This design comes from an exercise in tuning for small area on the open sky130 flow, not from production work.
RTL that was checked went through simulation tests only; none was proved equivalent to the original.
The flow treats the clock pin as an ideal source, which a real chip does not have.
Power figures rest on the tool's default switching activity, not on a simulated workload.

Setup of rev 12:
// acc_bias_relu
module acc_bias_relu(
    input i_add4_end,
    input clk,
    input rst_n,
    input layer1,
    output o_acc_end,
    input [15:0] i_acc_bias_fm_col,
    input i_add4_valid,
    input signed [22*32-1:0] i_add4_data,
    input signed [22*32-1:0] i_bias,
    input [15:0] i_bias_addr_base,
    output [15:0] o_sel_bias_addr,
    output [8*32-1:0] o_acc_data_out,
    output o_acc_data_out_valid
    );
==> flow/config.mk <==
export PLATFORM = sky130hd
export DESIGN_NAME = acc_bias_relu
export DESIGN_NICKNAME = acc_bias_relu
export VERILOG_FILES = /design/flow/design.v
export SDC_FILE = /design/flow/constraint.sdc
export NUM_CORES = 4
export LEC_CHECK = 0
export CAP_MARGIN = 20
export CORE_AREA = 10 10 550 390
export DIE_AREA = 0 0 560 400
export SLEW_MARGIN = 40
==> flow/constraint.sdc <==
create_clock -name core_clock -period 5.0 [get_ports {clk}]
set_input_delay 1.0000 -clock core_clock [delete_from_list [all_inputs] [get_ports {clk}]]
set_output_delay 1.0000 -clock core_clock [all_outputs]
set_load 0.01 [all_outputs]
standard.sh (not shown) runs the stock make flow with config.mk's settings and CLKGATE_MAP_FILE= SYNTH_SCRIPT=/design/flow/synth_recipe.tcl, a recipe that flattens the netlist after the stock synthesis.
==> flow/flow/run.sh <==
#!/bin/bash
# The standard layout (standard.sh) with these changes:
# - each port is buffered by the smallest buffer (buf_1), not the cell buffer_ports picks;
# - the clock tree is built with the clock_tree_synthesis arguments in CTS_ARGS;
# - synthesis maps the logic with flow/abc_speed.script (ABC), which recovers more area
#   than ORFS's own script; everything else in ORFS's scripts is unchanged.
# standard.sh writes each tool's full log under orfs/logs; its own output goes to standard.log.
set -euo pipefail
export BUFFER_PORTS_ARGS="-buffer_cell sky130_fd_sc_hd__buf_1"
export CTS_ARGS="-sink_clustering_enable -repair_clock_nets -buf_list sky130_fd_sc_hd__clkbuf_8 -sink_clustering_size 16 -sink_clustering_max_diameter 40 -dont_use_dummy_load"
rm -rf scripts && cp -r "$FLOW_HOME/scripts" scripts
cp flow/abc_speed.script scripts/abc_speed.script
export SCRIPTS_DIR="$PWD/scripts"
bash standard.sh > standard.log 2>&1
==> flow/flow/abc_speed.script <==
strash
dch
map -B 0.9
topo
stime -c
buffer -c
upsize -c
dnsize -c
&get -n
&st
&dch
&nf -R 1000
&put
buffer -c
topo
stime -c
upsize -c
dnsize -c
Input-level comparison between rev 13 and rev 12:
--- a/flow/flow/run.sh
+++ b/flow/flow/run.sh
@@ -9,3 +9,3 @@
 export BUFFER_PORTS_ARGS="-buffer_cell sky130_fd_sc_hd__buf_1"
-export CTS_ARGS="-sink_clustering_enable -repair_clock_nets -buf_list sky130_fd_sc_hd__clkbuf_8 -sink_clustering_size 16 -sink_clustering_max_diameter 40 -dont_use_dummy_load"
+export CTS_ARGS="-sink_clustering_enable -repair_clock_nets -buf_list sky130_fd_sc_hd__clkbuf_4 -sink_clustering_size 8 -sink_clustering_max_diameter 30 -dont_use_dummy_load"
 rm -rf scripts && cp -r "$FLOW_HOME/scripts" scripts
[summary]
Taking rev 12 as the reference, in rev 13 sequential fraction of total cell area neither gained nor lost much; portion of the layout cell area used by clock cells lost 0.22 points; final cycle utilization of the critical path lost 5.9 points.
No functional check of the RTL was part of any run of this note.


Setup of P:
acc_bias_relu, a different RTL version from the one above (not shown whole).
Size: about 4000 cells after synthesis, ~1100 flip-flops, ~1700 I/O pins.
clock: 5.0 ns
lec_check: 0
cap_margin: 20
core_area: 10 10 360 260
die_area: 0 0 370 270
place_density: 0.88
slew_margin: 40
==> flow/flow/run.sh <==
#!/bin/bash
# The standard layout (standard.sh: ORFS with synth_recipe.tcl), with these changes:
# - each port is buffered by the smallest buffer (buf_1), not the cell buffer_ports picks;
# - the clock tree is built with the clock_tree_synthesis arguments in CTS_ARGS;
# - synthesis extracts only full adders (not half adders) and maps the rest with
#   flow/abc_speed.script, which recovers more area than ORFS's own script.
#   The registers are mapped exactly as in the standard synthesis (that happens before ABC).
# - nor2b cells are added to the platform's don't-use list: the layer1 mask then maps to
#   nor2 gates that share one inverter of layer1.
# Every other ORFS script is used unchanged, from a copy in ./scripts.
# ORFS writes each tool's full log under orfs/logs; standard.sh's output goes to standard.log.
set -euo pipefail
export BUFFER_PORTS_ARGS="-buffer_cell sky130_fd_sc_hd__buf_1"
export CTS_ARGS="-sink_clustering_enable -repair_clock_nets -buf_list sky130_fd_sc_hd__clkbuf_4 -sink_clustering_size 10 -sink_clustering_max_diameter 35 -dont_use_dummy_load"
export PLACE_PINS_ARGS="-min_distance 1 -min_distance_in_tracks"
rm -rf scripts
cp -r "$FLOW_HOME/scripts" scripts
cp flow/abc_speed.script scripts/abc_speed.script
# extract only full adders (no half adders) before ABC
grep -q 'extract_fa {\*}\[dont_use_extract_fa_args\]' scripts/synth.tcl
sed -i 's/extract_fa {\*}\[dont_use_extract_fa_args\]/extract_fa -fa/' scripts/synth.tcl
export SCRIPTS_DIR="$PWD/scripts"
# the platform's don't-use list (from its config.mk) plus the extra cells; on make's command
# line, as the platform's config.mk sets the variable itself
du=$(sed -n '/^export DONT_USE_CELLS += /,/^#$/p' "$FLOW_HOME/platforms/sky130hd/config.mk" | grep -o 'sky130_fd_sc_hd__[a-z0-9_]*' | tr '\n' ' ')
bash standard.sh "DONT_USE_CELLS=$du sky130_fd_sc_hd__nor2b_1 sky130_fd_sc_hd__nor2b_2 sky130_fd_sc_hd__nor2b_4" finish > standard.log 2>&1
==> flow/flow/abc_speed.script <==
strash
&get -n
&st
&dch
&nf -R 1000
&put
&get -n
&st
&dch -f
&nf -R 1000
&put
topo
stime -c
buffer -c
upsize -c
dnsize -c
Per the final summary, P finished and its layout is clean on timing, DRC and antenna.
Changes in Q relative to P:
- changing CORE_AREA from 10 10 360 260 to 10 10 550 390
- changing DIE_AREA from 0 0 370 270 to 0 0 560 400
- changing PLACE_DENSITY from 0.88 to 0.8
==> flow/flow/run.sh <==
#!/bin/bash
# The standard layout (standard.sh: ORFS with synth_recipe.tcl), with these changes:
# - each port is buffered by the smallest buffer (buf_1), not the cell buffer_ports picks;
# - the clock tree is built with the clock_tree_synthesis arguments in CTS_ARGS;
# - synthesis leaves adders to ABC (no extract_fa step) and maps the logic with
#   flow/abc_speed.script, which recovers more area than ORFS's own script.
#   The registers are mapped exactly as in the standard synthesis (that happens before ABC).
# - DONT_USE_CELLS adds the cells it names to the platform's don't-use list (nor2b: the
#   layer1 mask then maps to nor2 gates that share one inverter of layer1).
# Every other ORFS script is used unchanged, from a copy in ./scripts.
# ORFS writes each tool's full log under orfs/logs; standard.sh's output goes to standard.log.
set -euo pipefail
export BUFFER_PORTS_ARGS="-buffer_cell sky130_fd_sc_hd__buf_1"
export CTS_ARGS="-sink_clustering_enable -repair_clock_nets -buf_list sky130_fd_sc_hd__clkbuf_4 -sink_clustering_size 10 -sink_clustering_max_diameter 35 -dont_use_dummy_load"
export DONT_USE_CELLS="sky130_fd_sc_hd__nor2b_1 sky130_fd_sc_hd__nor2b_2 sky130_fd_sc_hd__nor2b_4"
rm -rf scripts
cp -r "$FLOW_HOME/scripts" scripts
cp flow/abc_speed.script scripts/abc_speed.script
# skip the full/half adder extraction: the condition line becomes a constant 0
grep -q '^  \[dont_use_adder_kinds\] ne "none"$' scripts/synth.tcl
sed -i 's/^  \[dont_use_adder_kinds\] ne "none"$/  0/' scripts/synth.tcl
export SCRIPTS_DIR="$PWD/scripts"
bash standard.sh > standard.log 2>&1
Results
Diff P -> Q | total cell area at the placement stage | increase of 2300 um2. Going from P to Q, netlist area before placement grew slightly. Compared with P, Q supports a higher clock frequency. Summary — adder-cell share of the synthesized area, Q relative to P: lower, by 0.71 points. Lower count of vias placed by the detailed router goes to P over Q. Data-path buffer share of cell area in the final layout: Q < P. P → Q: setup slack shows an increase of 0.38 ns; combinational power share shows no meaningful change; static leakage power shows a reduction of 0.38 nW; cell area shows an increase of 5.2%.

==> port drivers added, routing unchanged <==
Ports are ideal in the flow. The routed layouts listed here were re-timed in OpenROAD.
Step 1 (the two cells are an assumption about what drives the block):
set clk [get_ports {clk}]
set_driving_cell -lib_cell sky130_fd_sc_hd__clkbuf_16 $clk
set_driving_cell -lib_cell sky130_fd_sc_hd__buf_2 [delete_from_list [all_inputs] $clk]
Step 2 also shifts input and output timing later by t, the mid clock arrival at the registers, as if the neighbouring blocks saw the same clock.
Three values: no drivers, after step 1, after step 2; two values: the first two.
| run | t, ns | setup slack, ns | hold WS [ns] | worst data-port slew with drivers (ns) | cell pins on the clock port's net |
|---|---|---|---|---|---|
| rev 12 | 0.867 | 0.795 / 0.854 / -0.013 | 0.231 / 0.231 / 0.231 | 0.32 | 1 |
| rev 13 | 1.137 | 1.090 / 1.149 / 0.012 | 0.181 / 0.177 / 0.181 | 0.27 | 1 |
| P | 1.001 | 0.720 / 0.700 / -0.301 | 0.224 / 0.222 / 0.244 | 0.33 | 1 |
| Q | 1.098 | 1.103 / 1.131 / 0.033 | 0.202 / 0.202 / 0.202 | 0.37 | 1 |
Met with ideal ports but missed after step 2: setup timing in rev 12 and P. The setup slack of rev 13, which loses most, moves by +0.059 ns with the drivers and by -1.078 ns with both steps.
